Source: an optimization exercise on an open RTL-to-GDS flow (aim: small area). Production flows keep margins and buffers that such runs may drop. Only simulation tests tie the RTL to the original design; equivalence was not proved. The flow treats the clock pin as an ideal source. Dropping or thinning the clock tree relies on that and would not hold on a real chip. No activity file was given, so power comes from the tool's default toggle rates.

==> v33: inputs <==
==> flow/design.v <==
module lcd(
    input        clk,
    input        rst_n,
    output       lcd_en,
    output       lcd_rw,
    output       lcd_rs,
    output [7:0] lcd_data
);
reg  [15:0] q;
reg         ph;
reg  [5:0]  st;
wire wrap = (q & 16'h5fff) == 16'h0c65;
wire [15:0] q_nx = {q[14], q[13], q[12], q[11], q[10], q[9], q[8], q[7], q[6], q[5], q[4], q[3], q[2], q[1], q[0], ((q[15] ^ q[2]) | wrap)};
wire [5:0] st_nx;
wire [8:0] rom;
wire wt;
assign rom[0] = (st[0] & st[1] & st[4]) | (~st[1] & ~st[3] & st[4]) | (~st[0] & ~st[2] & st[3] & st[5]) | (~st[1] & st[4] & ~st[5]) | (st[1] & st[2] & st[3] & st[5]) | (~st[0] & st[3] & ~st[4] & st[5]) | (st[0] & ~st[1] & st[2] & st[3] & ~st[5]);
assign rom[1] = (st[0] & ~st[2] & st[3] & ~st[4] & st[5]) | (st[0] & ~st[1] & st[4] & ~st[5]) | (~st[0] & st[1] & st[2] & st[3] & ~st[4]);
assign rom[2] = (~st[0] & ~st[2] & st[3] & st[5]) | (st[2] & ~st[3] & st[4] & ~st[5]) | (st[0] & ~st[1] & st[3] & ~st[4] & st[5]) | (st[1] & st[2] & st[3] & ~st[4] & ~st[5]) | (st[0] & ~st[1] & st[4] & ~st[5]);
assign rom[3] = (st[2] & ~st[3] & st[4]) | (st[0] & st[1] & st[3] & ~st[5]) | (~st[1] & ~st[3] & st[4]) | (st[1] & ~st[2] & st[3] & st[4]) | (~st[0] & ~st[1] & st[2] & st[3] & ~st[4]) | (st[0] & ~st[1] & st[4] & ~st[5]);
assign rom[4] = (~st[1] & st[2] & ~st[3] & st[5]) | (~st[0] & ~st[2] & st[3] & st[4]) | (st[0] & st[1] & ~st[2] & st[3] & ~st[4]) | (~st[0] & st[2] & ~st[4] & st[5]) | (st[0] & st[1] & st[2] & st[3] & st[4]) | (st[0] & st[1] & ~st[2] & st[3] & st[5]) | (st[0] & ~st[2] & st[3] & ~st[4] & st[5]);
assign rom[5] = (st[4]) | (st[3] & st[5]) | (st[2] & st[5]) | (st[0] & st[1] & ~st[2] & st[3]);
assign rom[6] = (st[0] & st[1] & st[4]) | (~st[1] & ~st[3] & st[4]) | (st[0] & ~st[1] & ~st[4] & st[5]) | (~st[0] & st[1] & st[5]) | (~st[1] & st[4] & ~st[5]) | (~st[0] & ~st[2] & st[3] & st[4]) | (~st[0] & st[2] & ~st[4] & st[5]) | (~st[2] & st[3] & ~st[4] & st[5]) | (st[2] & ~st[3] & st[4]);
assign rom[7] = (~st[2] & ~st[3] & ~st[4] & st[5]);
assign rom[8] = (st[4]) | (st[3] & st[5]) | (st[2] & st[5]);
assign wt = (~st[3] & ~st[4] & ~st[5]) | (~st[1] & ~st[2] & ~st[5]);
assign st_nx[0] = (~st[0]);
assign st_nx[1] = (~st[0] & st[1]) | (st[0] & ~st[1] & st[3]) | (st[0] & ~st[1] & ~st[2]) | (~st[0] & st[2] & st[4] & st[5]) | (st[0] & ~st[1] & ~st[5]);
assign st_nx[2] = (~st[1] & st[2]) | (st[0] & st[1] & ~st[2]) | (~st[0] & st[2] & ~st[5]) | (st[0] & ~st[1] & ~st[3] & ~st[4] & st[5]);
assign st_nx[3] = (~st[0] & st[3]) | (~st[2] & st[3]) | (st[0] & st[1] & st[2] & ~st[3]) | (~st[1] & st[3] & ~st[4]) | (~st[1] & st[4] & ~st[5]);
assign st_nx[4] = (st[4] & ~st[5]) | (st[0] & ~st[1] & st[4]) | (st[1] & st[2] & st[4]) | (~st[2] & st[3] & st[4]) | (st[0] & ~st[1] & st[2] & st[5]) | (~st[2] & ~st[3] & ~st[4] & st[5]);
assign st_nx[5] = (~st[4] & st[5]) | (~st[0] & st[5]) | (st[1] & st[5]) | (st[2] & ~st[3] & st[4]) | (st[0] & st[1] & st[2] & st[3]);
always @(posedge clk or negedge rst_n)
    if (!rst_n) begin
        q  <= 16'h3196;
        ph <= 1'b0;
        st <= 6'd0;
    end else begin
        q <= q_nx;
        if (wrap) ph <= ~ph;
        if (wrap & ph) st <= st_nx;
    end
assign lcd_en   = ~ph | wt;
assign lcd_rw   = 1'b0;
assign lcd_rs   = rom[8];
assign lcd_data = rom[7:0];
endmodule
==> flow/flow/run.sh <==
#!/bin/bash
# Layout flow: the standard ORFS flow (standard.sh) with three changes to how
# cells are chosen: no half/full-adder extraction in synthesis, the smallest
# buffer (buf_1) on every input and output port, and a one-level clock tree
# without CTS dummy loads.  Everything else, including synthesis, floorplan,
# power grid and tap cells, is the standard flow.
set -euo pipefail
export ADDER_MAP_FILE=
export BUFFER_PORTS_ARGS="-buffer_cell sky130_fd_sc_hd__buf_1"
export CTS_ARGS="-sink_clustering_enable -repair_clock_nets -dont_use_dummy_load"
bash standard.sh > flow.log 2>&1
==> flow/standard.sh <==
#!/bin/bash
# synth_recipe.tcl (not shown) runs the flow's synth.tcl, then flattens the netlist and writes it again
# the make line also repeats each setting of config.mk as NAME=value (left out here)
make -C /OpenROAD-flow-scripts/flow DESIGN_CONFIG=/design/flow/config.mk WORK_HOME=/design/flow/orfs CLKGATE_MAP_FILE= SYNTH_SCRIPT=/design/flow/synth_recipe.tcl "${@:-finish}"
==> flow/config.mk <==
export PLATFORM = sky130hd
export DESIGN_NAME = lcd
export DESIGN_NICKNAME = lcd
export VERILOG_FILES = /design/flow/design.v
export SDC_FILE = /design/flow/constraint.sdc
export NUM_CORES = 4
export LEC_CHECK = 0
export CAP_MARGIN = 20
export CORE_MARGIN = 2
export CORE_UTILIZATION = 40
export SLEW_MARGIN = 20
==> flow/constraint.sdc <==
create_clock -name core_clock -period 20.0 [get_ports {clk}]
set_input_delay 4.0000 -clock core_clock [delete_from_list [all_inputs] [get_ports {clk}]]
set_output_delay 4.0000 -clock core_clock [all_outputs]
set_load 0.01 [all_outputs]
==> v9: changes against v33 <==
==> flow/flow/run.sh (replaced) <==
#!/bin/bash
# Layout flow: the standard ORFS flow (standard.sh: its synthesis script,
# floorplan, power grid, tap cells, placement, CTS, routing) with these changes
# to how cells are chosen:
#  - synthesis runs synth_recipe.tcl unchanged through flow/synth.tcl, which only
#    points its ABC call at flow/abc.script (area-oriented mapping, repeated);
#    no half/full-adder extraction (ADDER_MAP_FILE empty);
#  - ports are buffered by flow/ports.tcl before global placement: buf_2 on the
#    inputs, buf_1 on the outputs (every input and output port keeps a buffer);
#  - CTS inserts no dummy loads, and flow/cts_post.tcl then drives the whole
#    clock from CTS's root buffer alone (a clkbuf_8; one buffer level for all
#    registers).
# ORFS writes each tool's full log under orfs/logs/; make's output goes to
# flow.log in the folder this runs in.
set -euo pipefail
here=$(cd "$(dirname "$0")" && pwd)
synth_recipe=$(grep -o 'SYNTH_SCRIPT=[^ ]*' standard.sh | head -1 | cut -d= -f2-)
export FLOW_SYNTH_TCL="$synth_recipe"
export FLOW_ABC_SCRIPT="$here/abc.script"
export ADDER_MAP_FILE=
export DONT_BUFFER_PORTS=1
export GPL_TIMING_DRIVEN=0
export PRE_GLOBAL_PLACE_TCL="$here/ports.tcl"
export POST_CTS_TCL="$here/cts_post.tcl"
export CTS_ARGS="-sink_clustering_enable -repair_clock_nets -dont_use_dummy_load"
sed "s#SYNTH_SCRIPT=[^ ]*#SYNTH_SCRIPT=$here/synth.tcl#" standard.sh > flow_standard.sh
bash flow_standard.sh > flow.log 2>&1
==> flow/flow/abc.script (new file) <==
strash
dch -f
map -a
strash
dch -f
map -a
strash
dch -f
map -a
strash
dch -f
map -a
strash
dch -f
map -a
topo
==> flow/flow/cts_post.tcl (new file) <==
# Runs after CTS (POST_CTS_TCL).  The design has a few dozen flip-flops, so the
# clock is driven by one buffer: the leaf buffers CTS made under its root buffer
# are removed, their sinks move to the root buffer's net, and the root buffer
# becomes a clkbuf_8.  Every register keeps the same single-buffer clock path,
# so no register's clock arrives earlier or later than another's.
set block [ord::get_db_block]
set root [$block findInst clkbuf_0_clk]
if { $root ne "NULL" } {
  set rootnet [[$root findITerm X] getNet]
  foreach inst [$block getInsts] {
    if { $inst eq $root } { continue }
    set master [[$inst getMaster] getName]
    if { ![string match "sky130_fd_sc_hd__clkbuf_*" $master] } { continue }
    set a [$inst findITerm A]
    if { [$a getNet] ne $rootnet } { continue }
    set leafnet [[$inst findITerm X] getNet]
    foreach it [$leafnet getITerms] {
      if { [$it getInst] eq $inst } { continue }
      $it disconnect
      $it connect $rootnet
    }
    $a disconnect
    [$inst findITerm X] disconnect
    odb::dbInst_destroy $inst
    odb::dbNet_destroy $leafnet
  }
  replace_cell clkbuf_0_clk sky130_fd_sc_hd__clkbuf_8
  detailed_placement
  check_placement -verbose
  estimate_parasitics -placement
  report_clock_skew
}
==> flow/flow/ports.tcl (new file) <==
# Runs before global placement, in place of its own port buffering (the flow
# sets DONT_BUFFER_PORTS=1 and GPL_TIMING_DRIVEN=0, so this replaces both the
# remove_buffers call and the buffer_ports call of global_place.tcl).
remove_buffers
# Buffer every input and output port (the clock excepted, as buffer_ports does):
# buf_2 on the inputs, which drive the reset tree, and buf_1 on the outputs.
buffer_ports -inputs -buffer_cell sky130_fd_sc_hd__buf_2
buffer_ports -outputs -buffer_cell sky130_fd_sc_hd__buf_1
==> flow/flow/synth.tcl (new file) <==
# Synthesis for this flow: the standard synthesis script (synth_recipe.tcl,
# named by FLOW_SYNTH_TCL) run unchanged, except that its ABC call maps the
# logic with flow/abc.script (area-oriented mapping, repeated) instead of the
# ORFS speed script.  Registers, their names and cell types are untouched:
# ABC only maps the combinational logic.
proc abc {args} {
  set i [lsearch -exact $args -script]
  if { $i >= 0 } {
    lset args [expr { $i + 1 }] $::env(FLOW_ABC_SCRIPT)
  }
  puts "abc (flow/abc.script): $args"
  yosys abc {*}$args
}
source $::env(FLOW_SYNTH_TCL)
Settings changed: CORE_AREA set to 2 2 62 62, CORE_MARGIN 2 to unset, CORE_UTILIZATION 40 to unset, DIE_AREA set to 0 0 64 64.
==> results.txt <==
Of v33 and v9, v33 has the higher non-clock buffer count (gap 1). Of v33 and v9, v9 has the higher sequential share of layout area (gap 4.3 points). Of v33 and v9, v33 has the higher wire length (gap about 7%, measured against v9). Sequential power is about the same in v33 and v9.

-- port drivers added, routing unchanged --
No port has a modelled driver above. Below, the same layouts with a new extraction and two added sets of constraints.
Step 1: set_driving_cell puts a clkbuf_16 on clk and a buf_2 on each other input, an assumption about the parent block.
Step 2 times the ports against the registers' clock, not the clock port: input delays grow and output delays shrink by t, the midpoint of the rising clock arrivals with the driver on.
a / b / c = ideal ports / drivers / drivers and shift; a / b = the first two.
| run | t (ns) | slack for setup (ns) | worst setup path at the end | clock arrival spread, ns | cell pins on the clock port's net |
|---|---|---|---|---|---|
| v33 | 0.314 | 14.100 / 14.081 / 14.395 | register to output | 0.023 / 0.023 | 1 |
| v9 | 0.193 | 14.006 / 13.985 / 14.177 | register to output | 0.003 / 0.003 | 1 |
After both steps setup and hold are still met in every run listed.
